Context: an optimization exercise on an open-source flow, tuned for small area and a short achievable clock period. The choices shown serve that exercise and are no tape-out recipe. Function was checked by simulation only, so behaviour that the tests miss may differ from the original. No activity file was given, so power comes from the tool's default toggle rates.

--- flow/config.mk ---
export PLATFORM = sky130hd
export DESIGN_NAME = fir_filter
export DESIGN_NICKNAME = fir_filter
export VERILOG_FILES = /design/flow/design.v
export SDC_FILE = /design/flow/constraint.sdc
export NUM_CORES = 4
export LEC_CHECK = 0
export ABC_AREA = 1
export CAP_MARGIN = 20
export CORE_MARGIN = 2
export CORE_UTILIZATION = 40
export CTS_BUF_LIST = sky130_fd_sc_hd__clkbuf_8
export CTS_CLUSTER_SIZE = 30
export SETUP_SLACK_MARGIN = 4.7
export SLEW_MARGIN = 20
export BUFFER_PORTS_ARGS = -buffer_cell sky130_fd_sc_hd__buf_2
export CTS_ARGS = -sink_clustering_enable -repair_clock_nets -dont_use_dummy_load -sink_clustering_size 30 -buf_list sky130_fd_sc_hd__clkbuf_8
--- flow/constraint.sdc ---
create_clock -name core_clock -period 7.0 [get_ports {clk}]
set_input_delay 1.4000 -clock core_clock [delete_from_list [all_inputs] [get_ports {clk}]]
set_output_delay 1.4000 -clock core_clock [all_outputs]
set_load 0.01 [all_outputs]
--- flow/design.v ---
`timescale 1ns/1ps
module fir_filter #(
    parameter DATA_WIDTH = 16,
    parameter TAPS       = 8
)(
    input  wire                      clk,
    input  wire                      rst,
    input  wire [DATA_WIDTH-1:0]     s_axis_tdata,
    input  wire                      s_axis_tvalid,
    output wire                      s_axis_tready,   
    input  wire                      s_axis_tlast,
    output reg  [DATA_WIDTH-1:0]     m_axis_tdata,
    output reg                       m_axis_tvalid,
    input  wire                      m_axis_tready,   
    output reg                       m_axis_tlast
);
    reg [15:0] s0, s1, t, r1, r2, r3, r4, r5, r6;
    reg       ready;
    reg [2:0] flush_count;
    assign s_axis_tready = ready;
    wire step = s_axis_tvalid | !ready;
    wire [15:0] x = ready ? s_axis_tdata : 16'd0;
    wire [15:0] y, nt, n1, n2, n3, n4, n5;
    fir_add3 #(15) a_y (.a(s0[14:0]), .b({s1[13:0], 1'b0}), .c(r1[15:1]), .s(y[15:1]));
    assign y[0] = r1[0];
    fir_add #(15) a_t (.a(s0[14:0]), .b(s0[15:1]), .s(nt[15:1]));
    assign nt[0] = s0[0];
    fir_add #(15) a_1 (.a(t[14:0]), .b(r2[15:1]), .s(n1[15:1]));
    assign n1[0] = r2[0];
    fir_add #(13) a_2 (.a(s1[12:0]), .b(r3[15:3]), .s(n2[15:3]));
    assign n2[2:0] = r3[2:0];
    fir_add #(15) a_3 (.a(t[14:0]), .b(r4[15:1]), .s(n3[15:1]));
    assign n3[0] = r4[0];
    fir_add #(14) a_4 (.a(s1[13:0]), .b(r5[15:2]), .s(n4[15:2]));
    assign n4[1:0] = r5[1:0];
    fir_add #(15) a_5 (.a(s1[14:0]), .b(r6[15:1]), .s(n5[15:1]));
    assign n5[0] = r6[0];
    always @(posedge clk) begin
        m_axis_tdata <= y;
        if (rst) begin
            s0 <= 0; s1 <= 0; t <= 0;
            r1 <= 0; r2 <= 0; r3 <= 0; r4 <= 0; r5 <= 0; r6 <= 0;
        end else if (step) begin
            s0 <= x;
            s1 <= s0;
            t  <= nt;
            r1 <= n1;
            r2 <= n2;
            r3 <= n3;
            r4 <= n4;
            r5 <= n5;
            r6 <= s1;
        end
        if (rst) begin
            m_axis_tvalid <= 0;
            m_axis_tlast  <= 0;
            ready         <= 1;
            flush_count   <= 0;
        end else begin
            m_axis_tvalid <= step;
            m_axis_tlast  <= !ready && flush_count == 0;
            if (ready) begin
                if (s_axis_tvalid && s_axis_tlast) begin
                    ready       <= 0;
                    flush_count <= 3'd7;
                end
            end else begin
                if (flush_count == 0)
                    ready <= 1;
                flush_count <= flush_count - 1'b1;
            end
        end
    end
endmodule
module fir_add #(
    parameter W = 16
)(
    input  wire [W-1:0] a,
    input  wire [W-1:0] b,
    output wire [W-1:0] s
);
    localparam L = $clog2(W);
    wire [W-1:0] g [0:L];
    wire [W-1:0] p [0:L];
    assign g[0] = a & b;
    assign p[0] = a ^ b;
    genvar l, i;
    generate
        for (l = 0; l < L; l = l + 1) begin : lvl
            for (i = 0; i < W; i = i + 1) begin : bt
                if ((i >> l) & 1) begin : merge
                    localparam integer J = ((i >> l) << l) - 1;
                    assign g[l+1][i] = g[l][i] | (p[l][i] & g[l][J]);
                    assign p[l+1][i] = p[l][i] & p[l][J];
                end else begin : pass
                    assign g[l+1][i] = g[l][i];
                    assign p[l+1][i] = p[l][i];
                end
            end
        end
    endgenerate
    assign s = p[0] ^ {g[L][W-2:0], 1'b0};
endmodule
module fir_add3 #(
    parameter W = 16
)(
    input  wire [W-1:0] a,
    input  wire [W-1:0] b,
    input  wire [W-1:0] c,
    output wire [W-1:0] s
);
    wire [W-1:0] hs = a ^ b ^ c;
    wire [W-1:0] hc = (a & b) | (a & c) | (b & c);
    fir_add #(W) add (.a(hs), .b({hc[W-2:0], 1'b0}), .s(s));
endmodule
--- flow/flow/run.sh ---
#!/bin/bash
# Standard ORFS layout, except: the port buffers are plain buffers (buf_2)
# instead of delay cells, the resizer may swap a cell for one of another
# footprint, and CTS adds no dummy loads to balance the clock tree.
# ORFS keeps each step's own log under orfs/logs; make's output goes to layout.log.
set -euo pipefail
cat >> config.mk <<'EOC'
export BUFFER_PORTS_ARGS = -buffer_cell sky130_fd_sc_hd__buf_2
export CTS_ARGS = -sink_clustering_enable -repair_clock_nets -dont_use_dummy_load -sink_clustering_size 30 -buf_list sky130_fd_sc_hd__clkbuf_8
EOC
bash standard.sh MATCH_CELL_FOOTPRINT=0 finish > layout.log 2>&1
--- flow/standard.sh ---
#!/bin/bash
# synth_recipe.tcl (not shown) runs the flow's synth.tcl, then flattens the netlist and writes it again
# the make line also repeats each setting of config.mk as NAME=value (left out here)
make -C /OpenROAD-flow-scripts/flow DESIGN_CONFIG=/design/flow/config.mk WORK_HOME=/design/flow/orfs CLKGATE_MAP_FILE= SYNTH_SCRIPT=/design/flow/synth_recipe.tcl "${@:-finish}"
==> results by group, run 1 <==
Global routing
  – Wire length of the first global-routing pass: 38.1 mm
  – Antenna violations before repair: 0
  – Total gr overflow: 0
  – Gr usage total: 0.183
  – Vias in the first global route: 7,722
  – Pin count of the biggest net entering global routing: 71

Setup path
  – Worst path top cell family by delay: flip-flops
  – CP startpoint kind: flip-flop
  – Critical path class: reg2out
  – Critical path's largest stage delay: 360 ps
  – Critical path arrival: 950 ps
  – CP cell instances: buf_6
  – CP required: approximately 5600 ps
  – Critical Path Slowest Stage Cell: dfxtp_4
  – Critical Path Fanout Max: 2
  – CP Buf/Inv Count: 1
  – Crit path capture type: output pin
  – Worst R2R Setup Slack: 4670 ps

Clock tree
  – Post-cts hold buffer count: 0
  – CTS Sinks: roughly 160
  – Max Buffers Root-to-Sink: 2
  – CTS tree: done
  – Root buf cell: clkbuf_8
  – Worst-skew pair later-pin latency: 470 ps
  – CTS buffer count: 17
  – H-tree depth: 4
  – Clock slew at reported path FFs: ~110 ps

Die
  – Core footprint: 0.0236 mm^2
  – I/O Pins: 40
  – FP Rows: 56
  – Die W: 160 um
  – Initial core utilization: 0.411
  – Die area: 0.0255 mm^2
  – Chip height: between 150 and 200 um

Placement
  – DP Wirelength: 14.5 mm
  – IO buf count: 38
  – Routability Congestion: 0.804
  – Placed cells: 1,604

STA
  – Smallest hold slack: ~350 ps
  – Slew Limit Fails: 0
  – Fin crit period: roughly 2300 ps
  – Slew @ Worst Pin: 710 ps
  – Tcrit/Tclk final: 0.335
  – Slew headroom: 0.526
  – Final Skew: slightly above 40 ps
  – Final setup TNS: 0 ps
  – Hold violation total from the final report: 0
  – # setup viols final: 0
  – F_max: 0.426 GHz
  – RSZ-0062 raised after global routing: yes

Power and ir drop
  – Pwr dens: 218 mW/mm^2
  – VDD IR max: 0.000144 V
  – Final Total Pwr: 2.36 mW
  – Leak Pwr: 5.35 nW

Cells and area
  – Area of the multi-input gates: 0.00577 mm^2
  – Share of cells above drive strength 1: 0.113
  – Sequential Area: 0.00334 mm^2
  – Antenna diodes: 0
  – Fillers: 2,382
  – Post-route insts no fill: 1,642
  – P&R area growth vs syn: 11.8%
  – Nets: 1,476

Synth
  – Yosys reg bits: 164
  – Syn nets: 1,442
  – Cell variety after synth: 30
  – Post-synthesis area per instance: between 7 and 8 um^2
  – Post-Syn Instances: 1,291
  – Share of the synthesized area in the top cell type: 0.338
  – Yosys Warn Count: 4
  – Register area share after synthesis: 0.338
  – Largest area contributor in the netlist: dfxtp_1
  – Mapped Area: approximately 0.0097 mm^2
  – Leading post-synthesis cells by cell area: dfxtp_1, ha_1, nand2_1, fa_1, nor2_1

Detailed routing
  – Post-DRT Antenna Nets: 0
  – DRC Markers: 0
  – DRT iter0 DRCs: roughly 340
  – Vias post-DR: 8,029
  – Post-Route WL: about 23 mm
  – Avg Vias per Cell: 4.89
  – Routed wire length per instance: 13.9 um
  – DRT Pass-1 Iters: 5

Status
  – Status: timing/DRC/antenna clean

Hold path
  – Hold crit path type: reg2reg

Job
  – Max-Cap Viols: 0
-- cells in the mapped netlist (all sizes together) --
cell type,n
xnor2,18
inv,163
xor2,20
nand2,234
or2,6
nor2,175
nor3,1
a211oi,1
ha,90
a21o,4
buf,19
fa,40
clkbuf,27
a21boi,1
o21ai,124
nand4,3
a21oi,118
nor3b,2
dfxtp,164
o21bai,8
a31oi,1
a221oi,1
nand3,71
-- kinds of logic after synthesis --
logic type | count (synthesis) | share of synthesized area
flip-flops | 164 | 0.338
XOR/XNOR | 38 | 0.0343
buffers and inverters | 209 | 0.0864
AND/OR/NAND/NOR | 492 | 0.204
AO/OA/AOI/OAI | 258 | 0.138
adder cells (fa/ha/maj) | 130 | 0.199
-- per-stage QoR --
stage | worst slack, ps | instance area, um^2 | utilization
2_1_floorplan | 4710 | 9710 | -
3_3_place_gp | 2770 | 10100 | 0.427
3_5_place_dp | 2790 | 10100 | 0.427
4_1_cts | 4630 | 10700 | 0.452
5_1_grt | 4570 | 10800 | 0.459
6_report | 4650 | 10800 | 0.459
-- state kept, by name, indices dropped and copies added, names as in the netlist --
register	cells
flush_count	3
m_axis_tdata	16
m_axis_tlast	1
m_axis_tvalid	1
r1	16
r2	16
r3	16
r4	16
r5	16
r6	16
ready	1
s0	16
s1	16
t	14
-- cell usage in the layout (no fill, tap or decap), drive strengths merged, types with 19 or more instances in the layout --
cell type / Yosys / routed
a21oi: 118 / 118
buf: 19 / 55
clkbuf: 27 / 19
dfxtp: 164 / 164
fa: 40 / 40
ha: 90 / 90
inv: 163 / 163
nand2: 234 / 234
nand3: 71 / 71
nor2: 175 / 179
o21ai: 124 / 124
xor2: 20 / 20
-- worst paths after layout --
path / from / endpoint / cells past startpoint
worst max-delay path: ready / s_axis_tready / 1
worst min-delay path: r1[0] / m_axis_tdata[0] / 0
worst max register to register: r1[3] / m_axis_tdata[10] / 9
worst min register to register: r1[0] / m_axis_tdata[0] / 0
-- per-layer routing --
metal	track usage	up-vias	share of wire
li1	-	4204	-
met5	0	-	0
met2	0.295	105	0.45
met1	0.259	3701	0.51
met3	0.0299	19	0.031
met4	0.0413	0	0.011
-- area by class of cell --
type / instances / area share
timing repair buffer: 57 / 0.0415
tap: 319 / 0.0368
multi-input combinational: 922 / 0.532
clock buffer: 17 / 0.0216
inverter: 163 / 0.0594
sequential: 164 / 0.308
-- report_power, final --
group	internal [mW]	total (mW)	leakage, nW	switching, mW
clock network	0.215	0.534	0.122	0.319
logic	0.286	0.684	3.86	0.398
registers	1.06	1.14	1.37	0.0857
total	1.56	2.36	5.35	0.802
-- repair_timing --
item,CTS,global route
buffers inserted,10,5
gates resized for setup,74,38
pin swaps,8,13
gates cloned,5,1
setup endpoints to repair,166,49
==> inputs of run 2 (changes only) <==
--- a/flow/config.mk
+++ b/flow/config.mk
@@ -13,3 +13,3 @@
 export CTS_CLUSTER_SIZE = 30
-export SETUP_SLACK_MARGIN = 4.7
+export SETUP_SLACK_MARGIN = 4.6
 export SLEW_MARGIN = 20
==> run 2 against run 1 <==
Compared with the run above: wire length is 2.3% lower; non-clock buffer count is 8 lower; die area stayed put; highest routed layer unchanged; core utilization is 0.81 points lower; critical endpoint is now m_axis_tdata[9]; clock-buffer cell count stayed put.
==> results by group, run 2 <==
Status
  – Status: timing/DRC/antenna clean

Power and ir drop
  – Pwr dens: 218 mW/mm^2
  – Leak Pwr: 5.30 nW
  – NetSw: 0.785 mW
  – Reg power frac: 0.490
  – Clock Power Share: 0.227
  – Switch share: 0.338
  – VDD IR max: 0.000124 V
  – Comb power frac: 0.284
  – Internal: 1.54 mW

Die
  – Core footprint: roughly 0.024 mm^2
  – Die area: 0.0255 mm^2
  – Die W: 160 um
  – I/O Pins: 40
  – Initial core utilization: 0.411
  – Chip height: about 160 um
  – FP Rows: 56

Placement
  – Routability Congestion: 0.798
  – DP Wirelength: approximately 14 mm
  – IO buf count: 38

STA
  – Hold violation total from the final report: 0
  – Slew @ Worst Pin: 664 ps
  – Tcrit/Tclk final: 0.335
  – F_max: between 0.4 and 0.5 GHz
  – RSZ-0062 raised after global routing: yes
  – # setup viols final: 0
  – Fin crit period: 2340 ps
  – Final setup TNS: 0 ps
  – Slew headroom: 0.556
  – Final Skew: 36.1 ps
  – Slew Limit Fails: 0

Clock tree
  – Clock slew at reported path FFs: 100 ps
  – H-tree depth: 4
  – Root buf cell: clkbuf_8
  – CTS Sinks: 164
  – Worst-skew pair later-pin latency: 460 ps
  – CTS buffer count: 17
  – CTS tree: done
  – Max Buffers Root-to-Sink: 2

Synth
  – Yosys reg bits: 164
  – EDFF count, synth: 0
  – Syn nets: 1,442
  – Top FF cell, synth: dfxtp_1
  – Largest area contributor in the netlist: dfxtp_1
  – Post-synthesis area per instance: around 7.5 um^2
  – Leading post-synthesis cells by cell area: dfxtp_1, ha_1, nand2_1, fa_1, nor2_1
  – Most common cell in the netlist: nand2_1
  – FFs w/ async S/R, synth: 0
  – Post-Syn Instances: 1,291
  – Share of the synthesized area in the top cell type: 0.338
  – Mapped Area: 0.00970 mm^2
  – Yosys Warn Count: 4
  – Most frequent cells after synthesis: nand2_1, nor2_1, dfxtp_1
  – Cell variety after synth: 30
  – Register area share after synthesis: 0.338

Cells and area
  – Sequential Area: 0.00333 mm^2
  – Area of the multi-input gates: 0.00571 mm^2
  – Antenna diodes: 0
  – Most common cell after layout, fill and taps aside: nand2_1
  – Final Core Density: 0.451
  – P&R area growth vs syn: 9.80%
  – Fillers: 2,421
  – Share of cells above drive strength 1: 0.0897
  – Nets: 1,468
  – Most frequent cells in the layout: nand2_1, nor2_1, inv_1, dfxtp_1, o21ai_0

Global routing
  – Wire length of the first global-routing pass: 37.7 mm
  – Vias in the first global route: 7,584
  – Pin count of the biggest net entering global routing: 89
  – Antenna violations before repair: 0
  – Gr usage total: 0.182
  – Total gr overflow: 0

Setup path
  – CP required: around 7400 ps
  – Crit path capture type: flip-flop
  – CP startpoint kind: flip-flop
  – Critical path arrival: 2710 ps
  – Critical path class: reg2reg
  – Critical Path Fanout Max: 2

Detailed routing
  – Routed wire length per instance: 13.6 um
  – Post-Route WL: 22.2 mm
  – DRT iter0 DRCs: 403
  – Avg Vias per Cell: 4.85
  – Vias post-DR: 7,929
  – DRC Markers: 0
  – Post-DRT Antenna Nets: 0
  – DRT Pass-1 Iters: 6

Job
  – Max-Cap Viols: 0

Hold path
  – Hold crit path type: reg2reg
-- run 2: cell counts after synthesis --
Identical to the previous run, type by type.
-- run 2: metal layers --
metal | global-route usage | up-vias | wire, um
met4 | 0.0388 | 0 | 152
li1 | - | 4183 | -
met5 | 0 | - | 0
met1 | 0.257 | 3605 | 11300
met2 | 0.297 | 129 | 9970
met3 | 0.0260 | 12 | 833
-- run 2: power by group through the flow --
stage               clock, mW  combinational [mW]  sequential (mW)
floorplan                   0               0.452             1.15
global placement            0               0.599             1.16
detailed placement          0               0.609             1.16
CTS                     0.542               0.645             1.14
global route            0.576               0.762             1.15
finish                  0.526               0.659             1.14
-- run 2: final timing paths --
path              start               to  slack (ps)  depth (start not counted)
setup reg to reg  s1[3]  m_axis_tdata[9]        4660                          9
hold reg to reg   r1[0]  m_axis_tdata[0]         370                          0
hold / removal    r1[0]  m_axis_tdata[0]         370                          0
setup / recovery  s1[3]  m_axis_tdata[9]        4660                          9
-- run 2: critical path: stages, from the launching register on --
cell	delay (ps)
dfxtp_4	360
inv_2	40
fa_1	580
inv_2	50
ha_4	260
nand4_1	80
o21ai_2	200
inv_1	90
fa_2	540
inv_1	40
-- run 2: kinds of logic after synthesis --
kind of cell	share of synthesized area
AO/OA/AOI/OAI	0.138
adder cells (fa/ha/maj)	0.199
flip-flops	0.338
buffers and inverters	0.0864
AND/OR/NAND/NOR	0.204
XOR/XNOR	0.0343
-- run 2: area by class of cell --
type	instances	area share
Multi-Input combinational cell	922	0.536
Tap cell	319	0.0375
Inverter	163	0.0602
Clock buffer	17	0.0220
Sequential cell	164	0.313
Timing Repair Buffer	49	0.0318
-- run 2: metrics by stage --
stage	instance area, um^2	worst slack [ps]	std cells	power [mW]	hold slack, ps
floorplan	9700	4640	1291	1.61	331
CTS	10500	4600	1630	2.33	367
finish	10700	4660	1634	2.32	368
detailed placement	10100	2690	1604	1.77	353
global placement	10100	2760	1604	1.76	342
global route	10700	4570	1634	2.49	377
-- run 2: what timing repair did --
item,in CTS,in global routing
pin swaps,3,5
setup endpoints to repair,143,32
setup buffers,4,4
cloned,5,0
hold buffers,0,0
resized for setup,47,30
==> inputs of run 3 (changes only) <==
--- a/flow/config.mk
+++ b/flow/config.mk
@@ -11,6 +11,5 @@
 export CORE_UTILIZATION = 40
-export CTS_BUF_LIST = sky130_fd_sc_hd__clkbuf_8
-export CTS_CLUSTER_SIZE = 30
 export SETUP_SLACK_MARGIN = 4.6
 export SLEW_MARGIN = 20
+export TNS_END_PERCENT = 10
 export BUFFER_PORTS_ARGS = -buffer_cell sky130_fd_sc_hd__buf_2
==> run 3 against run 2 <==
Compared with the run above: final area shrank 0.72%; combinational power down 2%; area after synthesis did not move; clock power hardly changed; core utilization shrank 0.32 points; maximum frequency shrank 2.2%; sequential cell count is the same; clock-buffer cell count did not move; sequential power is essentially flat; critical path depth down 4; worst hold slack hardly changed; critical path type is now in2reg.
==> results by group, run 3 <==
Setup path
  – Critical path class: in2reg
  – Crit Reg-Reg Endpoint: r1[10]
  – CP startpoint kind: input port
  – Critical path startpoint: rst
  – Worst Setup EP: r6[15]
  – CP required: 7390 ps
  – Critical Path Fanout Max: 88
  – Cells on worst reg2reg path: 10
  – Worst R2R Setup Slack: 4630 ps
  – Crit path capture type: flip-flop
  – Critical R2R Launch: s1[0]
  – Critical path arrival: approximately 2800 ps

Detailed routing
  – Vias post-DR: 7,925
  – Avg Vias per Cell: 4.85
  – DRT iter0 DRCs: approximately 380
  – Post-Route WL: 22.4 mm
  – Post-DRT Antenna Nets: 0
  – DRT Pass-1 Iters: 4
  – DRC Markers: 0
  – Routed wire length per instance: 13.7 um

Synth
  – Most common cell in the netlist: nand2_1
  – Share of the synthesized area in the top cell type: 0.338
  – Leading post-synthesis cells by cell area: dfxtp_1, ha_1, nand2_1, fa_1, nor2_1
  – Cell variety after synth: 30
  – Largest area contributor in the netlist: dfxtp_1
  – Register area share after synthesis: 0.338
  – Top FF cell, synth: dfxtp_1
  – Post-synthesis area per instance: 7.51 um^2
  – EDFF count, synth: 0
  – Most frequent cells after synthesis: nand2_1, nor2_1, dfxtp_1
  – Yosys reg bits: around 160
  – Post-Syn Instances: 1,291
  – Syn nets: ~1.4k
  – FFs w/ async S/R, synth: 0
  – Yosys Warn Count: 4
  – Mapped Area: 0.00970 mm^2

STA
  – Tcrit/Tclk final: 0.342
  – Slew @ Worst Pin: 671 ps
  – Slew Limit Fails: 0
  – Smallest hold slack: 369 ps
  – RSZ-0062 raised after global routing: yes
  – Worst setup margin: 4600 ps
  – Final Skew: 36.4 ps
  – Hold violation total from the final report: 0
  – Fin crit period: between 2000 and 2500 ps
  – F_max: 0.417 GHz
  – Final setup TNS: 0 ps
  – # setup viols final: 0
  – Slew headroom: 0.551

Cells and area
  – Antenna diodes: 0
  – P&R area growth vs syn: 9.02%
  – Share of cells above drive strength 1: 0.0798
  – Most frequent cells in the layout: nand2_1, nor2_1, inv_1, dfxtp_1, o21ai_0
  – Post-route insts no fill: 1,634
  – Nets: 1,468
  – Most common cell after layout, fill and taps aside: nand2_1

Clock tree
  – Root buf cell: clkbuf_8
  – CTS buffer count: 17
  – CTS tree: done
  – Clock slew at reported path FFs: 100 ps
  – Max Buffers Root-to-Sink: 2
  – Worst-skew pair later-pin latency: 470 ps
  – H-tree depth: 4
  – CTS Sinks: 164

Global routing
  – Vias in the first global route: 7,577
  – Pin count of the biggest net entering global routing: 89
  – Total gr overflow: 0
  – Gr usage total: 0.182
  – Antenna violations before repair: 0
  – Wire length of the first global-routing pass: around 38 mm

Placement
  – Placed cells: about 1.6k
  – DP Worst Slack: 2690 ps
  – IO buf count: 38
  – Routability Congestion: roughly 0.8
  – DP Wirelength: 14.5 mm

Power and ir drop
  – Pwr dens: approximately 220 mW/mm^2
  – Final Total Pwr: 2.31 mW
  – Leak Pwr: 5.30 nW
  – VDD IR max: 0.000124 V

Die
  – FP Rows: 56
  – Chip height: approximately 160 um
  – Die area: 0.0255 mm^2
  – I/O Pins: 40
  – Core footprint: 0.0236 mm^2
  – Initial core utilization: 0.411
  – Die W: 160 um

Job
  – Max-Cap Viols: 0

Status
  – Status: timing/DRC/antenna clean

Hold path
  – Hold crit path type: reg2reg
-- run 3: cell counts after synthesis --
No cell type changed its count.
-- run 3: cell families after synthesis --
| logic type | synth area share |
|---|---|
| xor gates and xnor gates | 0.0343 |
| and+or+nand+nor | 0.204 |
| DFF | 0.338 |
| adders and majority gates | 0.199 |
| AOI/OAI and AO/OA | 0.138 |
| buffers and inverters | 0.0864 |
-- run 3: area by class of cell --
type                    instances  area, um^2
clock buffers                  17         234
repair buffers                 49         335
inverters                     163         633
multi-input cells             922        5660
flip-flops and latches        164        3310
fillers                      2429       13000
well taps                     319         399
-- run 3: worst min-delay path by stage --
| stage | end | cells past startpoint | startpoint | slack (ps) |
|---|---|---|---|---|
| floorplan | m_axis_tdata[0] | 0 | r1[0] | 330 |
| global placement | m_axis_tdata[0] | 0 | r1[0] | 340 |
| detailed placement | m_axis_tdata[0] | 0 | r1[0] | 350 |
| CTS | m_axis_tdata[0] | 0 | r1[0] | 370 |
| global route | m_axis_tdata[0] | 0 | r1[0] | 380 |
| finish | m_axis_tdata[0] | 0 | r1[0] | 370 |
-- run 3: power breakdown --
group | switching [mW] | internal, mW
combinational | 0.388 | 0.260
clock | 0.313 | 0.215
sequential | 0.0827 | 1.05
-- run 3: stage by stage --
step	area [um^2]	util
5_1_grt	10600	0.448
2_1_floorplan	9700	-
3_5_place_dp	10100	0.427
6_report	10600	0.448
4_1_cts	10500	0.444
3_3_place_gp	10100	0.427
-- run 3: repair_timing --
item	in CTS	in global routing
hold endpoints to repair	0	0
hold buffers	0	0
pin swaps	2	2
cloned	5	0
setup buffers	2	6
setup endpoints to repair	143	35
resized for setup	32	21
-- run 3: layer usage --
| metal | up-vias | share of wire | global-route usage | wire length [um] |
|---|---|---|---|---|
| met5 | - | 0 | 0 | 0 |
| met4 | 0 | 0.0077 | 0.0388 | 171 |
| met3 | 15 | 0.030 | 0.0260 | 681 |
| met2 | 109 | 0.45 | 0.296 | 10000 |
| met1 | 3619 | 0.51 | 0.257 | 11500 |
| li1 | 4182 | - | - | - |
-- run 3: worst max-delay path, stage by stage --
cell,delay (ps)
clkbuf_4,320
inv_6,290
buf_16,320
o21ai_0,250
nor2_1,140
==> inputs of run 4 (changes only) <==
--- a/flow/config.mk
+++ b/flow/config.mk
@@ -11,3 +11,3 @@
 export CORE_UTILIZATION = 40
-export SETUP_SLACK_MARGIN = 4.6
+export SETUP_SLACK_MARGIN = 4.7
 export SLEW_MARGIN = 20
==> run 4 against run 3 <==
Compared with the run above: non-clock buffer count grew 2; clock skew up 5.8 ps; clock-buffer cell count stayed put; sequential power barely moved; critical path type is now reg2reg; first-iteration DRC count down 18%; maximum frequency about the same; critical endpoint is now m_axis_tdata[9].
==> results by group, run 4 <==
Synth
  – Top FF cell, synth: dfxtp_1
  – FFs w/ async S/R, synth: 0
  – Mapped Area: 0.00970 mm^2
  – Post-Syn Instances: between 1k and 1.5k
  – Leading post-synthesis cells by cell area: dfxtp_1, ha_1, nand2_1, fa_1, nor2_1
  – Most common cell in the netlist: nand2_1
  – Register area share after synthesis: 0.338
  – Yosys Warn Count: 4
  – Post-synthesis area per instance: 7.51 um^2
  – EDFF count, synth: 0
  – Largest area contributor in the netlist: dfxtp_1
  – Most frequent cells after synthesis: nand2_1, nor2_1, dfxtp_1
  – Yosys reg bits: 164
  – Cell variety after synth: 30
  – Syn nets: 1,442
  – Share of the synthesized area in the top cell type: 0.338

Die
  – FP Rows: 56
  – Chip height: 160 um
  – Die W: 160 um
  – I/O Pins: 40
  – Die area: 0.0255 mm^2
  – Core footprint: around 0.024 mm^2
  – Initial core utilization: 0.411

Global routing
  – Antenna violations before repair: 0
  – Vias in the first global route: 7,678
  – Total gr overflow: 0
  – Pin count of the biggest net entering global routing: 71
  – Gr usage total: 0.182
  – Wire length of the first global-routing pass: ~38 mm

Setup path
  – CP Buf/Inv Count: 4
  – CP required: 7350 ps
  – Critical Path Fanout Max: 2
  – Most used cell, CP: inv_2
  – Critical path arrival: between 2000 and 3000 ps
  – CP cell instances: inv_2 -> fa_1 -> inv_2 -> ha_4 -> nand4_1 -> o21ai_2 -> inv_2 -> fa_2 -> inv_1
  – Worst path top cell family by delay: adder cells
  – Critical path's largest stage delay: ~580 ps
  – Critical path class: reg2reg
  – Critical Path Slowest Stage Cell: fa_1
  – Crit path capture type: flip-flop
  – CP startpoint kind: flip-flop

Cells and area
  – Sequential Area: 0.00333 mm^2
  – Most frequent cells in the layout: nand2_1, nor2_1, inv_1, dfxtp_1, o21ai_0
  – Fillers: roughly 2.4k
  – Area of the multi-input gates: 0.00575 mm^2
  – Nets: roughly 1.5k
  – P&R area growth vs syn: 10.4%
  – Share of cells above drive strength 1: 0.101
  – Post-route insts no fill: about 1.6k
  – Most common cell after layout, fill and taps aside: nand2_1
  – Antenna diodes: 0

STA
  – Slew headroom: 0.533
  – Final setup TNS: 0 ps
  – Slew @ Worst Pin: between 600 and 700 ps
  – RSZ-0062 raised after global routing: yes
  – Final Skew: approximately 42 ps
  – Worst setup margin: 4600 ps
  – Slew Limit Fails: 0
  – F_max: 0.417 GHz
  – # setup viols final: 0
  – Tcrit/Tclk final: 0.342
  – Fin crit period: 2400 ps
  – Hold violation total from the final report: 0

Placement
  – DP Worst Slack: 2790 ps
  – Routability Congestion: 0.804
  – Placed cells: roughly 1.6k
  – DP Wirelength: between 10 and 15 mm
  – IO buf count: 38

Clock tree
  – CTS tree: done
  – Clock slew at reported path FFs: 110 ps
  – CTS buffer count: 17
  – CTS Sinks: around 160
  – Worst-skew pair later-pin latency: 460 ps
  – H-tree depth: 4
  – Root buf cell: clkbuf_8
  – Max Buffers Root-to-Sink: 2

Detailed routing
  – DRT iter0 DRCs: 313
  – Post-DRT Antenna Nets: 0
  – DRT Pass-1 Iters: 7
  – DRC Markers: 0
  – Post-Route WL: 22.4 mm
  – Routed wire length per instance: 13.7 um
  – Vias post-DR: 7,971
  – Avg Vias per Cell: 4.87

Power and ir drop
  – Pwr dens: 218 mW/mm^2
  – Leak Pwr: 5.31 nW
  – VDD IR max: 0.000144 V

Job
  – Max-Cap Viols: 0

Hold path
  – Hold crit path type: reg2reg

Status
  – Status: timing/DRC/antenna clean
## run 4: cell counts after synthesis
No cell type changed its count.
## run 4: worst paths after layout
path                            startpoint               to  slack (ps)  depth (start not counted)
worst min-delay path                 r1[0]  m_axis_tdata[0]         360                          0
worst max register to register       s1[3]  m_axis_tdata[9]        4600                          9
worst max-delay path                 s1[3]  m_axis_tdata[9]        4600                          9
worst min register to register       r1[0]  m_axis_tdata[0]         360                          0
## run 4: cell type report
class,count,share of cell area
Clock buffer,17,0.0218
Sequential cell,164,0.311
Inverter,163,0.0598
Tap cell,319,0.0373
Multi-Input combinational cell,922,0.537
Timing Repair Buffer,51,0.0332
## run 4: kinds of logic after synthesis
| logic type | synth area share |
|---|---|
| adders and majority gates | 0.199 |
| and+or+nand+nor | 0.204 |
| buffers and inverters | 0.0864 |
| AOI/OAI and AO/OA | 0.138 |
| xor gates and xnor gates | 0.0343 |
| DFF | 0.338 |
## run 4: routing by layer
metal | track usage | part of all wire
met4 | 0.0393 | 0.0052
met2 | 0.293 | 0.45
met5 | 0 | 0
met1 | 0.257 | 0.51
met3 | 0.0291 | 0.035
## run 4: through the flow
stage	utilization	area, um^2	total power, mW	hold WS [ps]
2_1_floorplan	-	9710	1.61	331
3_3_place_gp	0.427	10100	1.76	341
3_5_place_dp	0.427	10100	1.77	344
4_1_cts	0.447	10600	2.33	361
5_1_grt	0.454	10700	2.51	377
6_report	0.454	10700	2.33	359
## run 4: repair_timing
item | 4_1_cts | 5_1_grt
buffers inserted | 7 | 3
pin swaps | 5 | 10
hold buffers | 0 | 0
cloned | 5 | 0
resized for setup | 53 | 37
endpoints found under the setup margin | 166 | 73
## run 4: report_power, final
group / switching [mW] / leakage (nW) / total, mW / internal (mW)
logic: 0.394 / 3.82 / 0.667 / 0.273
registers: 0.0829 / 1.37 / 1.14 / 1.06
clock network: 0.314 / 0.122 / 0.530 / 0.215
total: 0.791 / 5.31 / 2.33 / 1.54
==> inputs of run 5 (changes only) <==
--- a/flow/config.mk
+++ b/flow/config.mk
@@ -11,5 +11,5 @@
 export CORE_UTILIZATION = 40
+export PLACE_DENSITY = 0.6
 export SETUP_SLACK_MARGIN = 4.7
 export SLEW_MARGIN = 20
-export TNS_END_PERCENT = 10
 export BUFFER_PORTS_ARGS = -buffer_cell sky130_fd_sc_hd__buf_2
==> run 5 against run 4 <==
Compared with the run above: sequential cell count unchanged; global-route usage increased by 0.15 points; first-iteration DRC count increased by 7.7%; synthesized cell count unchanged; cell count increased by 0.37%; setup slack improved by 48 ps; clock power increased by 0.8%; sequential power about the same; final area increased by 1.2%; core utilization increased by 0.55 points; wire length increased by 1.7%; combinational power increased by 3%; critical path type is now reg2out; largest power group unchanged; highest routed layer unchanged.
==> results by group, run 5 <==
Setup path
  – Critical path arrival: 950 ps
  – Worst path top cell family by delay: flip-flops
  – CP cell instances: buf_6
  – Critical Path Slowest Stage Cell: dfxtp_4
  – CP Buf/Inv Count: 1
  – Crit path capture type: output pin
  – Critical path class: reg2out
  – Critical Path Fanout Max: 2
  – Critical path's largest stage delay: 360 ps
  – CP startpoint kind: flip-flop
  – CP required: around 5600 ps

Clock tree
  – H-tree depth: 4
  – CTS tree: done
  – Post-cts hold buffer count: 0
  – Root buf cell: clkbuf_8
  – Clock slew at reported path FFs: 110 ps
  – Max Buffers Root-to-Sink: 2
  – CTS Sinks: between 150 and 200
  – Worst-skew pair later-pin latency: 470 ps
  – CTS buffer count: 17

Power and ir drop
  – Pwr dens: ~220 mW/mm^2
  – Leak Pwr: 5.35 nW
  – VDD IR max: 0.000144 V

Placement
  – IO buf count: 38
  – DP Wirelength: between 10 and 15 mm
  – Routability Congestion: 0.804
  – DP Worst Slack: 2790 ps

Cells and area
  – Nets: 1,476
  – Antenna diodes: 0
  – Most common cell after layout, fill and taps aside: nand2_1
  – P&R area growth vs syn: 11.8%
  – Share of cells above drive strength 1: 0.113
  – Final Core Density: 0.459
  – Most frequent cells in the layout: nand2_1, nor2_1, inv_1, dfxtp_1, o21ai_0
  – Fillers: 2,382

Die
  – FP Rows: 56
  – Initial core utilization: 0.411
  – Die W: around 160 um
  – I/O Pins: 40
  – Chip height: 160 um
  – Die area: about 0.026 mm^2
  – Core footprint: 0.0236 mm^2

Detailed routing
  – DRT Pass-1 Iters: 5
  – Post-DRT Antenna Nets: 0
  – DRT iter0 DRCs: 337
  – Post-Route WL: 22.8 mm
  – DRC Markers: 0
  – Vias post-DR: 8,029
  – Routed wire length per instance: ~14 um
  – Avg Vias per Cell: 4.89

Hold path
  – Hold crit path type: reg2reg

Synth
  – Top FF cell, synth: dfxtp_1
  – Most common cell in the netlist: nand2_1
  – Yosys reg bits: around 160
  – Leading post-synthesis cells by cell area: dfxtp_1, ha_1, nand2_1, fa_1, nor2_1
  – Yosys Warn Count: 4
  – Register area share after synthesis: 0.338
  – FFs w/ async S/R, synth: 0
  – Share of the synthesized area in the top cell type: 0.338
  – Post-Syn Instances: between 1k and 1.5k
  – EDFF count, synth: 0
  – Syn nets: 1,442
  – Largest area contributor in the netlist: dfxtp_1
  – Most frequent cells after synthesis: nand2_1, nor2_1, dfxtp_1
  – Cell variety after synth: 30
  – Mapped Area: 0.00970 mm^2
  – Post-synthesis area per instance: 7.51 um^2

STA
  – Slew headroom: 0.526
  – Final Skew: 41.4 ps
  – Slew @ Worst Pin: 710 ps
  – Final setup TNS: 0 ps
  – Hold violation total from the final report: 0
  – Smallest hold slack: 352 ps
  – F_max: around 0.43 GHz
  – Fin crit period: 2350 ps
  – Worst setup margin: approximately 4700 ps
  – Tcrit/Tclk final: 0.335
  – RSZ-0062 raised after global routing: yes
  – # setup viols final: 0
  – Slew Limit Fails: 0

Job
  – Max-Cap Viols: 0

Global routing
  – Gr usage total: 0.183
  – Wire length of the first global-routing pass: 38.1 mm
  – Vias in the first global route: 7,722
  – Antenna violations before repair: 0
  – Pin count of the biggest net entering global routing: 71
  – Total gr overflow: 0

Status
  – Status: timing/DRC/antenna clean
-- run 5: through the flow --
stage	instances	power, mW	cell area (um^2)
after global routing	1642	2.53	10800
after CTS	1636	2.35	10700
after global placement	1604	1.76	10100
after detailed placement	1604	1.77	10100
after floorplan	1291	1.61	9710
final	1642	2.36	10800
-- run 5: worst paths after layout --
| check | to | startpoint | cells after the start | slack [ps] |
|---|---|---|---|---|
| setup reg to reg | m_axis_tdata[10] | r1[3] | 9 | 4670 |
| hold reg to reg | m_axis_tdata[0] | r1[0] | 0 | 350 |
| setup / recovery | s_axis_tready | ready | 1 | 4650 |
| hold / removal | m_axis_tdata[0] | r1[0] | 0 | 350 |
-- run 5: logic make-up after synthesis --
group | count (synthesis) | share of synthesized area
XOR/XNOR | 38 | 0.0343
AO/OA/AOI/OAI | 258 | 0.138
buffers and inverters | 209 | 0.0864
adder cells (fa/ha/maj) | 130 | 0.199
flip-flops | 164 | 0.338
AND/OR/NAND/NOR | 492 | 0.204
-- run 5: area by class of cell --
cell class                 instances  area, um^2  area share
inverter                         163         644      0.0594
tap                              319         399      0.0368
multi-input combinational        922        5770       0.532
sequential                       164        3340       0.308
timing repair buffer              57         450      0.0415
clock buffer                      17         234      0.0216
-- run 5: power breakdown --
| part | total (mW) | internal, mW | switching, mW |
|---|---|---|---|
| combinational | 0.684 | 0.286 | 0.398 |
| clock | 0.534 | 0.215 | 0.319 |
| sequential | 1.14 | 1.06 | 0.0857 |
| total | 2.36 | 1.56 | 0.802 |
-- run 5: per-layer routing --
metal	global-route usage	wire length (um)
met5	0	0
met4	0.0413	246
met3	0.0299	702
met2	0.295	10200
met1	0.259	11600
-- run 5: repair_timing --
action	in CTS	in global routing
resized for setup	74	38
buffers inserted	10	5
hold endpoints to repair	0	0
endpoints found under the setup margin	166	49
pin swaps	8	13
cloned	5	1
==> inputs of run 6 (changes only) <==
--- a/flow/config.mk
+++ b/flow/config.mk
@@ -10,5 +10,4 @@
 export CORE_MARGIN = 2
-export CORE_UTILIZATION = 40
-export PLACE_DENSITY = 0.6
-export SETUP_SLACK_MARGIN = 4.7
+export CORE_UTILIZATION = 65
+export SETUP_SLACK_MARGIN = 4.6
 export SLEW_MARGIN = 20
==> run 6 against run 5 <==
Compared with the run above: die area shrank 38%; critical path depth grew 6; critical endpoint is now r4[8]; cell count shrank 8.5%; still clean on timing, DRC and antenna; non-clock buffer count shrank 7; largest power group unchanged.
==> results by group, run 6 <==
Placement
  – Routability Congestion: about 0.82
  – DP Wirelength: approximately 14 mm
  – Cell Area, Placed: 0.00991 mm^2
  – DP Worst Slack: 2720 ps
  – Placed cells: 1,469
  – IO buf count: 38

STA
  – Hold violation total from the final report: 0
  – Slew @ Worst Pin: 674 ps
  – Slew headroom: 0.549
  – Worst setup margin: 4650 ps
  – Final setup TNS: 0 ps
  – Tcrit/Tclk final: 0.336
  – # setup viols final: 0
  – F_max: 0.426 GHz
  – Fin crit period: 2350 ps
  – RSZ-0062 raised after global routing: yes
  – Final Skew: 23.1 ps
  – Slew Limit Fails: 0

Synth
  – Cell variety after synth: 30
  – Top FF cell, synth: dfxtp_1
  – Register area share after synthesis: 0.338
  – EDFF count, synth: 0
  – Synthesized-area fraction occupied by adder cells: 0.199
  – Yosys Warn Count: 4
  – Most common cell in the netlist: nand2_1
  – Syn nets: approximately 1.4k
  – Most frequent cells after synthesis: nand2_1, nor2_1, dfxtp_1
  – Synth Area in Compound Gates: 0.138
  – Mapped Area: roughly 0.0097 mm^2
  – Xor/xnor cell area share of the yosys netlist: 0.0343
  – Post-synthesis mux area share: 0
  – Largest area contributor in the netlist: dfxtp_1
  – Simple-Gate Fraction of Synth Area: 0.204
  – Share of the synthesized area in the top cell type: 0.338
  – FFs w/ async S/R, synth: 0
  – Post-synthesis area per instance: 7.51 um^2
  – Largest family of logic cells by synthesized area: simple AND/OR/NAND/NOR gates
  – Yosys reg bits: around 160
  – Leading post-synthesis cells by cell area: dfxtp_1, ha_1, nand2_1, fa_1, nor2_1
  – Post-Syn Instances: 1,291

Cells and area
  – Sequential Area: ~0.0033 mm^2
  – Final instance area: about 0.010 mm^2
  – Most common cell after layout, fill and taps aside: nand2_1
  – P&R area growth vs syn: 7.65%
  – Post-route insts no fill: 1,502
  – Nets: 1,471
  – Share of cells above drive strength 1: 0.0827
  – Most frequent cells in the layout: nand2_1, nor2_1, inv_1, dfxtp_1, o21ai_0
  – Area of the multi-input gates: 0.00566 mm^2
  – Fillers: 1,216
  – Antenna diodes: 0
  – Final Core Density: 0.718

Clock tree
  – CTS Sinks: ~160
  – Worst-skew pair later-pin latency: 470 ps
  – H-tree depth: 4
  – Root buf cell: clkbuf_8
  – CTS buffer count: 17
  – CTS tree: done
  – Max Buffers Root-to-Sink: 2
  – Clock slew at reported path FFs: 80 ps

Detailed routing
  – Avg Vias per Cell: roughly 5.4
  – Routed wire length per instance: 14.5 um
  – DRT iter0 DRCs: 557
  – Vias post-DR: 8,112
  – DRT Pass-1 Iters: 5
  – DRC Markers: 0
  – Post-Route WL: 21.8 mm
  – Post-DRT Antenna Nets: 0

Global routing
  – Gr usage total: 0.281
  – Antenna violations before repair: 0
  – Wire length of the first global-routing pass: 36.2 mm
  – Pin count of the biggest net entering global routing: 87
  – Vias in the first global route: 7,560
  – Total gr overflow: 0

Die
  – Die area: roughly 0.016 mm^2
  – I/O Pins: 40
  – Core footprint: 0.0145 mm^2
  – Initial core utilization: 0.667
  – Chip height: 126 um
  – Die W: 126 um
  – FP Rows: 44

Setup path
  – Cells on worst reg2reg path: 9
  – Critical path class: in2reg
  – Crit path capture type: flip-flop
  – CP startpoint kind: input port
  – Critical path arrival: 2700 ps
  – CP required: 7350 ps
  – Critical Path Fanout Max: 65

Power and ir drop
  – Leak Pwr: 5.30 nW
  – Pwr dens: 222 mW/mm^2
  – VDD IR max: 0.000261 V

Status
  – Status: timing/DRC/antenna clean

Hold path
  – Hold Path Cell Cnt: 0
  – Hold crit path type: reg2reg

Job
  – Max-Cap Viols: 0
==> run 6: cell counts after synthesis <==
No cell type changed its count.
==> run 6: critical path: stages <==
cell       delay [ps]
buf_4             220
nor2_8            260
clkinv_16         150
buf_12            220
or2_2             300
nand3_1            80
inv_1              40
==> run 6: area by class of cell <==
class | count | area share
Clock buffer | 17 | 0.0224
Tap cell | 184 | 0.0220
Sequential cell | 164 | 0.318
Timing Repair inverter | 2 | 0.00216
Multi-Input combinational cell | 922 | 0.542
Inverter | 163 | 0.0616
Timing Repair Buffer | 50 | 0.0316
==> run 6: path summary, 6_finish.rpt <==
check	startpoint	to	slack [ps]
worst min register to register	r1[0]	m_axis_tdata[0]	350
worst max register to register	s1[4]	m_axis_tdata[9]	4660
worst min-delay path	r1[0]	m_axis_tdata[0]	350
worst max-delay path	s_axis_tvalid	r4[8]	4650
==> run 6: power by group <==
group / internal, mW / switching (mW)
sequential: 1.06 / 0.0887
clock: 0.214 / 0.305
combinational: 0.266 / 0.394
==> run 6: cell families (layout without fill, tap and decap cells) <==
group,after synthesis,in the layout
compound gates,258,258
simple gates,492,496
fa+ha+maj,130,130
xor+xnor,38,38
buf+inv,209,232
flops,164,164
==> run 6: per-stage QoR <==
stage                     power, mW  hold WS [ps]
after global placement         1.75           336
final                          2.32           354
after global routing           2.47           368
after detailed placement       1.77           344
after floorplan                1.61           331
after CTS                      2.31           359
==> run 6: timing repair <==
| item | CTS | global route |
|---|---|---|
| setup buffers | 5 | 5 |
| hold buffers | 0 | 0 |
| pin swaps | 4 | 3 |
| gates cloned | 4 | 2 |
| gates resized for setup | 31 | 27 |
| hold endpoints to repair | 0 | 0 |
| endpoints found under the setup margin | 130 | 78 |
==> run 6: routing by layer <==
metal / part of all wire / track usage / wire, um / vias up
met2: 0.44 / 0.433 / 9570 / 169
met4: 0.012 / 0.0763 / 268 / 0
li1: - / - / - / 4185
met3: 0.050 / 0.0501 / 1090 / 22
met1: 0.50 / 0.410 / 10900 / 3736
met5: 0 / 0 / 0 / -
==> inputs of run 7 (changes only) <==
--- a/flow/config.mk
+++ b/flow/config.mk
@@ -10,5 +10,7 @@
 export CORE_MARGIN = 2
-export CORE_UTILIZATION = 65
+export CORE_UTILIZATION = 40
 export SETUP_SLACK_MARGIN = 4.6
 export SLEW_MARGIN = 20
+export SYNTH_HIERARCHICAL = 1
+export SYNTH_MINIMUM_KEEP_SIZE = 0
 export BUFFER_PORTS_ARGS = -buffer_cell sky130_fd_sc_hd__buf_2
==> run 7 against run 6 <==
Compared with the run above: via count is essentially flat; first-iteration DRC count fell by 27%; clock power rose by 2%; die area up 69%; highest routed layer unchanged.
==> results by group, run 7 <==
Die
  – I/O Pins: 40
  – Core footprint: approximately 0.025 mm^2
  – Die area: 0.0269 mm^2
  – FP Rows: 58
  – Die W: 164 um
  – Chip height: 164 um
  – Initial core utilization: 0.407

Clock tree
  – Clock slew at reported path FFs: ~110 ps
  – CTS Sinks: 164
  – CTS tree: done
  – CTS buffer count: 17
  – Max Buffers Root-to-Sink: 2
  – Root buf cell: clkbuf_8
  – H-tree depth: 4
  – Worst-skew pair later-pin latency: ~460 ps
  – Post-cts hold buffer count: 0

Power and ir drop
  – Clock Power Share: 0.227
  – VDD IR max: around 0.00013 V
  – Reg power frac: 0.486
  – Switch share: 0.340
  – Pwr dens: between 200 and 250 mW/mm^2
  – Leak Pwr: 5.71 nW
  – Internal: around 1.5 mW
  – NetSw: between 0.7 and 0.8 mW
  – Comb power frac: 0.286

STA
  – # setup viols final: 0
  – Final Skew: 43.4 ps
  – Final setup TNS: 0 ps
  – Slew Limit Fails: 0
  – RSZ-0062 raised after global routing: yes
  – Fin crit period: 2340 ps
  – Worst setup margin: 4660 ps
  – Slew @ Worst Pin: 520 ps
  – Tcrit/Tclk final: 0.334
  – Hold violation total from the final report: 0
  – F_max: ~0.43 GHz
  – Slew headroom: 0.653

Setup path
  – Critical path class: reg2out
  – Worst path top cell family by delay: flip-flops
  – CP startpoint kind: flip-flop
  – Critical path arrival: 940 ps
  – Crit path capture type: output pin
  – CP cell instances: buf_6
  – Critical Path Fanout Max: 2
  – Critical Path Slowest Stage Cell: dfxtp_4
  – CP Buf/Inv Count: 1
  – Critical path's largest stage delay: between 300 and 400 ps
  – CP required: roughly 5600 ps

Global routing
  – Pin count of the biggest net entering global routing: between 80 and 90
  – Total gr overflow: 0
  – Gr usage total: 0.165
  – Antenna violations before repair: 0
  – Vias in the first global route: 7,653
  – Wire length of the first global-routing pass: 36.2 mm

Placement
  – IO buf count: 38
  – DP Worst Slack: 3350 ps
  – DP Wirelength: 14.6 mm
  – Routability Congestion: 0.815

Detailed routing
  – Avg Vias per Cell: 4.69
  – DRC Markers: 0
  – Post-Route WL: 21.0 mm
  – Routed wire length per instance: ~12 um
  – Vias post-DR: 8,116
  – DRT Pass-1 Iters: 5
  – DRT iter0 DRCs: 408
  – Post-DRT Antenna Nets: 0

Synth
  – Syn nets: 1,544
  – Mapped Area: 0.0103 mm^2
  – Post-synthesis area per instance: around 7.4 um^2
  – Yosys Warn Count: 10
  – Post-Syn Instances: 1,391

Cells and area
  – Share of cells above drive strength 1: 0.111
  – Most frequent cells in the layout: nor2_1, nand2_1, dfxtp_1, inv_1, o21ai_0
  – P&R area growth vs syn: 7.63%
  – Most common cell after layout, fill and taps aside: nor2_1
  – Nets: 1,556
  – Antenna diodes: 0

Job
  – Max-Cap Viols: 0

Status
  – Status: timing/DRC/antenna clean

Hold path
  – Hold crit path type: reg2reg
==> run 7: area by class of cell <==
type	count	area (um^2)
clock buffers	17	234
inverters	142	567
flip-flops and latches	164	3330
well taps	330	413
multi-input cells	1033	6210
repair buffers	45	277
fillers	2537	14100
==> run 7: worst paths after layout <==
| check | startpoint | end | slack (ps) | depth (start not counted) |
|---|---|---|---|---|
| hold / removal | r1[0] | m_axis_tdata[0] | 360 | 0 |
| setup / recovery | ready | s_axis_tready | 4660 | 1 |
| hold reg to reg | r1[0] | m_axis_tdata[0] | 360 | 0 |
| setup reg to reg | s0[3] | m_axis_tdata[10] | 4670 | 7 |
==> run 7: what timing repair did <==
| action | CTS | global route |
|---|---|---|
| cloned | 0 | 0 |
| endpoints found under the hold margin | 0 | 0 |
| pin swaps | 0 | 8 |
| endpoints found under the setup margin | 140 | 111 |
| setup buffers | 2 | 2 |
| resized for setup | 37 | 17 |
==> run 7: metal layers <==
layer,GRT usage,share of wire
met2,0.283,0.47
met5,0,0
met1,0.216,0.50
met4,0.0319,0.0091
met3,0.0333,0.024
==> run 7: per-stage QoR <==
stage	hold WS (ps)	instance area [um^2]	total power [mW]	instances	util
floorplan	326	10300	1.66	1391	-
global placement	338	10600	1.80	1710	0.421
detailed placement	340	10600	1.82	1710	0.421
CTS	359	10900	2.36	1729	0.435
global route	365	11000	2.53	1731	0.438
finish	356	11000	2.34	1731	0.438
==> run 7: power by group through the flow <==
stage | registers (mW) | clock network, mW | logic (mW)
after global placement | 1.16 | 0 | 0.640
after CTS | 1.14 | 0.555 | 0.666
after detailed placement | 1.17 | 0 | 0.651
final | 1.14 | 0.531 | 0.669
after floorplan | 1.16 | 0 | 0.505
after global routing | 1.16 | 0.591 | 0.781
==> inputs of run 8 (changes only) <==
--- a/flow/config.mk
+++ b/flow/config.mk
@@ -8,3 +8,3 @@
 export ABC_AREA = 1
-export CAP_MARGIN = 20
+export CAP_MARGIN = 5
 export CORE_MARGIN = 2
@@ -12,5 +12,3 @@
 export SETUP_SLACK_MARGIN = 4.6
-export SLEW_MARGIN = 20
-export SYNTH_HIERARCHICAL = 1
-export SYNTH_MINIMUM_KEEP_SIZE = 0
+export SLEW_MARGIN = 5
 export BUFFER_PORTS_ARGS = -buffer_cell sky130_fd_sc_hd__buf_2
==> run 8 against run 7 <==
Compared with the run above: total power down 0.68%; final area down 3.5%; sequential share of layout area up 1.1 points; clock skew down 7.3 ps; still clean; first-iteration DRC count down 1.2%; sequential cell count unchanged; wire length up 6.0%; maximum frequency down 0.31%; global-route usage up 1.7 points; via count down 2.3%; register-to-register slack about the same; die area down 5.2%.
==> results by group, run 8 <==
Synth
  – Synthesized-area fraction occupied by adder cells: 0.199
  – EDFF count, synth: 0
  – Most frequent cells after synthesis: nand2_1, nor2_1, dfxtp_1
  – FFs w/ async S/R, synth: 0
  – Mapped Area: 0.00970 mm^2
  – Post-synthesis mux area share: 0
  – Largest area contributor in the netlist: dfxtp_1
  – Post-Syn Instances: between 1k and 1.5k
  – Top FF cell, synth: dfxtp_1
  – Synth Area in Compound Gates: 0.138
  – Xor/xnor cell area share of the yosys netlist: 0.0343
  – Register area share after synthesis: 0.338
  – Syn nets: ~1.4k
  – Leading post-synthesis cells by cell area: dfxtp_1, ha_1, nand2_1, fa_1, nor2_1
  – Yosys Warn Count: 4
  – Share of the synthesized area in the top cell type: 0.338
  – Post-synthesis area per instance: 7.51 um^2
  – Simple-Gate Fraction of Synth Area: 0.204
  – Largest family of logic cells by synthesized area: simple AND/OR/NAND/NOR gates
  – Yosys reg bits: roughly 160
  – Most common cell in the netlist: nand2_1
  – Cell variety after synth: 30

Die
  – Die W: 160 um
  – Die area: ~0.026 mm^2
  – Core footprint: 0.0236 mm^2
  – Initial core utilization: 0.411
  – I/O Pins: 40
  – Chip height: roughly 160 um
  – FP Rows: 56

Status
  – Status: timing/DRC/antenna clean

STA
  – Final Skew: 36.1 ps
  – # setup viols final: 0
  – Hold violation total from the final report: 0
  – Slew Limit Fails: 0
  – Fin crit period: 2340 ps
  – RSZ-0062 raised after global routing: yes
  – Slew @ Worst Pin: about 660 ps
  – Slew headroom: 0.556
  – Final setup TNS: 0 ps
  – Tcrit/Tclk final: 0.335
  – F_max: 0.426 GHz
  – Smallest hold slack: 368 ps

Job
  – Max-Cap Viols: 0

Clock tree
  – CTS buffer count: 17
  – Clock slew at reported path FFs: about 100 ps
  – Post-cts hold buffer count: 0
  – Root buf cell: clkbuf_8
  – CTS Sinks: roughly 160
  – Max Buffers Root-to-Sink: 2
  – H-tree depth: 4
  – CTS tree: done
  – Worst-skew pair later-pin latency: 460 ps

Global routing
  – Vias in the first global route: 7,584
  – Gr usage total: 0.182
  – Total gr overflow: 0
  – Pin count of the biggest net entering global routing: 89
  – Wire length of the first global-routing pass: 37.7 mm
  – Antenna violations before repair: 0

Setup path
  – CP startpoint kind: flip-flop
  – Critical Path Fanout Max: 2
  – CP cell instances: inv_2 -> fa_1 -> inv_2 -> ha_4 -> nand4_1 -> o21ai_2 -> inv_1 -> fa_2 -> inv_1
  – Critical path class: reg2reg
  – CP required: 7360 ps
  – Critical path's largest stage delay: between 500 and 600 ps
  – Crit path capture type: flip-flop
  – Critical Path Slowest Stage Cell: fa_1
  – Critical path arrival: 2710 ps

Detailed routing
  – DRC Markers: 0
  – Vias post-DR: 7,929
  – DRT Pass-1 Iters: 6
  – Avg Vias per Cell: 4.85
  – Routed wire length per instance: 13.6 um
  – Post-DRT Antenna Nets: 0
  – Post-Route WL: approximately 22 mm
  – DRT iter0 DRCs: about 400

Placement
  – DP Wirelength: 14.5 mm
  – Routability Congestion: between 0.7 and 0.8
  – IO buf count: 38

Cells and area
  – P&R area growth vs syn: 9.80%
  – Most common cell after layout, fill and taps aside: nand2_1
  – Antenna diodes: 0
  – Nets: roughly 1.5k
  – Share of cells above drive strength 1: 0.0897
  – Most frequent cells in the layout: nand2_1, nor2_1, inv_1, dfxtp_1, o21ai_0

Power and ir drop
  – Leak Pwr: 5.30 nW
  – VDD IR max: around 0.00012 V
  – Pwr dens: 218 mW/mm^2

Hold path
  – Hold crit path type: reg2reg
-- run 8: layer usage --
layer,share of wire,GRT usage
met1,0.51,0.257
met2,0.45,0.297
met3,0.037,0.0260
met4,0.0068,0.0388
met5,0,0
-- run 8: path summary, 6_finish.rpt --
check,from,endpoint,slack (ps),cells after the start
max,s1[3],m_axis_tdata[9],4660,9
min reg2reg,r1[0],m_axis_tdata[0],370,0
max reg2reg,s1[3],m_axis_tdata[9],4660,9
min,r1[0],m_axis_tdata[0],370,0
-- run 8: final cells by class --
class,instances,area (um^2)
repair buffers,49,339
well taps,319,399
clock buffers,17,234
flip-flops and latches,164,3330
inverters,163,641
fillers,2421,13000
multi-input cells,922,5710
-- run 8: report_power, final --
part | switching, mW | leakage [nW] | internal [mW]
clock network | 0.311 | 0.122 | 0.215
registers | 0.0816 | 1.37 | 1.06
logic | 0.392 | 3.81 | 0.267
total | 0.785 | 5.30 | 1.54
-- run 8: critical path, delay by kind of cell, from the launching register on --
family,cells,cell delay (ps)
AO/OA/AOI/OAI,1,200
adder cells (fa/ha/maj),3,1380
buffers and inverters,4,220
flip-flops,1,360
AND/OR/NAND/NOR,1,80
-- run 8: kinds of logic (layout without fill, tap and decap cells) --
family                     Yosys count  in the layout
DFF                                164            164
and+or+nand+nor                    492            496
adders and majority gates          130            130
buffers and inverters              209            229
xor gates and xnor gates            38             38
AOI/OAI and AO/OA                  258            258
-- run 8: what timing repair did --
action | 4_1_cts | 5_1_grt
endpoints found under the setup margin | 143 | 32
pin swaps | 3 | 5
resized for setup | 47 | 30
buffers inserted | 4 | 4
cloned | 5 | 0
-- run 8: stage by stage --
stage          instance area [um^2]  worst slack (ps)  total power [mW]   util  instances
2_1_floorplan                  9700              4640              1.61      -       1291
3_3_place_gp                  10100              2760              1.76  0.427       1604
3_5_place_dp                  10100              2690              1.77  0.427       1604
4_1_cts                       10500              4600              2.33  0.446       1630
5_1_grt                       10700              4570              2.49  0.451       1634
6_report                      10700              4660              2.32  0.451       1634
==> inputs of run 9 (changes only) <==
--- a/flow/config.mk
+++ b/flow/config.mk
@@ -8,7 +8,7 @@
 export ABC_AREA = 1
-export CAP_MARGIN = 5
+export CAP_MARGIN = 10
 export CORE_MARGIN = 2
 export CORE_UTILIZATION = 40
-export SETUP_SLACK_MARGIN = 4.6
-export SLEW_MARGIN = 5
+export SETUP_SLACK_MARGIN = 4.65
+export SLEW_MARGIN = 10
 export BUFFER_PORTS_ARGS = -buffer_cell sky130_fd_sc_hd__buf_2
==> run 9 against run 8 <==
Compared with the run above: total power is 0.36% higher; sequential cell count stayed put; highest routed layer unchanged; final area is 0.83% higher; critical path depth stayed put; largest power group unchanged; clock power is 1% lower; first-iteration DRC count is 12% higher; register-to-register slack better by 30 ps; critical endpoint unchanged.
==> results by group, run 9 <==
Power and ir drop
  – VDD IR max: 0.000165 V
  – Clock Power Share: 0.223
  – Comb power frac: 0.287
  – NetSw: 0.781 mW
  – Pwr dens: 217 mW/mm^2
  – Reg power frac: 0.490
  – Switch share: 0.335
  – Internal: 1.55 mW
  – Leak Pwr: 5.32 nW

Clock tree
  – CTS buffer count: 17
  – Post-cts hold buffer count: 0
  – Clock slew at reported path FFs: approximately 100 ps
  – H-tree depth: 4
  – Worst-skew pair later-pin latency: 470 ps
  – CTS Sinks: 164
  – Root buf cell: clkbuf_8
  – Max Buffers Root-to-Sink: 2
  – CTS tree: done

Synth
  – Largest area contributor in the netlist: dfxtp_1
  – Cell variety after synth: 30
  – Leading post-synthesis cells by cell area: dfxtp_1, ha_1, nand2_1, fa_1, nor2_1
  – Top FF cell, synth: dfxtp_1
  – Post-Syn Instances: 1,291
  – Share of the synthesized area in the top cell type: 0.338
  – Mapped Area: 0.00970 mm^2
  – Post-synthesis area per instance: roughly 7.5 um^2
  – EDFF count, synth: 0
  – Syn nets: between 1k and 1.5k
  – FFs w/ async S/R, synth: 0
  – Most frequent cells after synthesis: nand2_1, nor2_1, dfxtp_1
  – Yosys reg bits: 164
  – Register area share after synthesis: 0.338
  – Yosys Warn Count: 4
  – Most common cell in the netlist: nand2_1

Cells and area
  – Final Core Density: 0.455
  – Final instance area: ~0.011 mm^2
  – P&R area growth vs syn: 10.7%
  – Nets: 1,469
  – Most frequent cells in the layout: nand2_1, nor2_1, inv_1, dfxtp_1, o21ai_0
  – Antenna diodes: 0
  – Most common cell after layout, fill and taps aside: nand2_1
  – Share of cells above drive strength 1: 0.106

Setup path
  – CP cell instances: inv_2 -> fa_1 -> inv_2 -> ha_4 -> nand4_1 -> o21ai_4 -> inv_2 -> fa_2 -> inv_1
  – Most used cell, CP: inv_2
  – CP Buf/Inv Count: 4
  – Critical Path Fanout Max: 2
  – Crit path capture type: flip-flop
  – Worst R2R Setup Slack: approximately 4700 ps
  – Worst path top cell family by delay: adder cells
  – Critical path's largest stage delay: around 580 ps
  – CP required: approximately 7400 ps
  – CP startpoint kind: flip-flop
  – Critical path arrival: 2680 ps
  – Critical path class: reg2reg
  – Critical Path Slowest Stage Cell: fa_1

Placement
  – Cell Area, Placed: 0.0101 mm^2
  – DP Wirelength: ~14 mm
  – DP Worst Slack: 2710 ps
  – IO buf count: 38
  – Routability Congestion: between 0.7 and 0.8

Status
  – Status: timing/DRC/antenna clean

Die
  – I/O Pins: 40
  – Initial core utilization: 0.411
  – Chip height: 160 um
  – Die W: 160 um
  – Core footprint: 0.0236 mm^2
  – FP Rows: 56
  – Die area: 0.0255 mm^2

Global routing
  – Vias in the first global route: 7,496
  – Total gr overflow: 0
  – Antenna violations before repair: 0
  – Pin count of the biggest net entering global routing: 78
  – Gr usage total: 0.180
  – Wire length of the first global-routing pass: 37.1 mm

Detailed routing
  – Metal3 WL: roughly 770 um
  – Post-DRT Antenna Nets: 0
  – Routed met2 length: 9.85 mm
  – DRT Pass-1 Iters: 4
  – DRT iter0 DRCs: between 400 and 500
  – Avg Vias per Cell: 4.85
  – Vias post-DR: 7,934
  – DRC Markers: 0
  – Top routing layer used: met4
  – Post-Route WL: 21.9 mm
  – Routed wire length per instance: 13.4 um
  – Met1 Routed Length: 11.1 mm

STA
  – Tcrit/Tclk final: 0.331
  – Slew @ Worst Pin: between 600 and 700 ps
  – Final Skew: 36.1 ps
  – Hold violation total from the final report: 0
  – F_max: 0.431 GHz
  – Slew Limit Fails: 0
  – Smallest hold slack: 356 ps
  – Final setup TNS: 0 ps
  – Fin crit period: 2320 ps
  – RSZ-0062 raised after global routing: yes
  – # setup viols final: 0
  – Slew headroom: 0.541
  – Worst setup margin: 4680 ps

Job
  – Max-Cap Viols: 0

Hold path
  – Hold crit path type: reg2reg
-- run 9: layout make-up --
type	count	area [um^2]
Fill cell	2394	12900
Clock buffer	17	234
Tap cell	319	399
Multi-Input combinational cell	922	5750
Inverter	163	644
Timing Repair Buffer	50	372
Sequential cell	164	3340
-- run 9: logic make-up after synthesis --
kind of cell               count (synthesis)  synth area share
xor gates and xnor gates                  38            0.0343
AOI/OAI and AO/OA                        258             0.138
adders and majority gates                130             0.199
DFF                                      164             0.338
and+or+nand+nor                          492             0.204
buffers and inverters                    209            0.0864
-- run 9: routing by layer --
| layer | vias up | track usage |
|---|---|---|
| li1 | 4182 | - |
| met1 | 3632 | 0.253 |
| met2 | 107 | 0.289 |
| met3 | 13 | 0.0294 |
| met4 | 0 | 0.0446 |
| met5 | - | 0 |
-- run 9: through the flow --
stage	cells	power, mW
final	1635	2.33
after detailed placement	1605	1.77
after CTS	1634	2.33
after floorplan	1291	1.61
after global routing	1635	2.50
after global placement	1605	1.76
-- run 9: what timing repair did --
item | CTS | global route
cloned | 5 | 0
gates resized for setup | 52 | 52
setup buffers | 7 | 1
setup endpoints to repair | 147 | 54
pin swaps | 4 | 6
-- run 9: final timing paths --
check	start	endpoint	cells after the start
max	r1[5]	m_axis_tdata[9]	9
min	r1[0]	m_axis_tdata[0]	0
max reg2reg	r1[5]	m_axis_tdata[9]	9
min reg2reg	r1[0]	m_axis_tdata[0]	0
-- run 9: power groups by stage --
stage                     Clock [mW]  Sequential (mW)  Combinational (mW)
after floorplan                    0             1.15               0.452
after global placement             0             1.16               0.601
after detailed placement           0             1.16               0.607
after CTS                      0.543             1.14               0.648
after global routing           0.575             1.16               0.769
final                          0.519             1.14               0.670
-- run 9: worst reg2reg max path, cell delays in order, from the launching register on --
cell     delay [ps]
dfxtp_2         340
inv_2            40
fa_1            580
inv_2            60
ha_4            260
nand4_1         120
o21ai_4         210
inv_2            60
fa_2            520
inv_1            40

## re-timing with driven ports
The flow's constraints put no driver on any port. The routed layouts listed below were extracted and timed again, unchanged, in two steps. Step 1 assumes that a clkbuf_16 drives the clock port and a buf_2 every other input. Step 2 moves the port delays by t, midway between the first and last clock arrival at a register: inputs arrive t later, outputs are due t later. That takes back most of the time a late clock gives input paths. Slacks: no drivers / after step 1 / after step 2; pairs: no drivers / after step 1.
| run | shift t [ns] | slack for setup (ns) | hold WS [ns] | slew at the worst register clock pin (ns) | cell pins on the clock port's net |
|---|---|---|---|---|---|
| run 1 | 0.491 | 4.653 / 4.610 / 4.315 | 0.352 / 0.352 / 0.352 | 0.11 / 0.11 | 1 |
| run 2 | 0.485 | 4.655 / 4.644 / 4.195 | 0.368 / 0.368 / 0.368 | 0.10 / 0.10 | 1 |
| run 3 | 0.486 | 4.603 / 4.605 / 4.119 | 0.369 / 0.369 / 0.369 | 0.10 / 0.10 | 1 |
| run 4 | 0.484 | 4.605 / 4.605 / 4.236 | 0.359 / 0.359 / 0.359 | 0.11 / 0.11 | 1 |
| run 5 | 0.491 | 4.653 / 4.610 / 4.315 | 0.352 / 0.352 / 0.352 | 0.11 / 0.11 | 1 |
| run 6 | 0.493 | 4.651 / 4.643 / 4.177 | 0.354 / 0.354 / 0.354 | 0.09 / 0.09 | 1 |
| run 7 | 0.484 | 4.662 / 4.620 / 4.242 | 0.356 / 0.356 / 0.356 | 0.11 / 0.11 | 1 |
| run 8 | 0.485 | 4.655 / 4.644 / 4.195 | 0.368 / 0.368 / 0.368 | 0.10 / 0.10 | 1 |
| run 9 | 0.491 | 4.682 / 4.643 / 4.309 | 0.356 / 0.356 / 0.356 | 0.10 / 0.10 | 1 |
After both steps setup and hold are still met in every run listed. For run 3, which loses most, drivers alone change the setup slack by +0.002 ns; drivers and shift together by -0.484 ns.
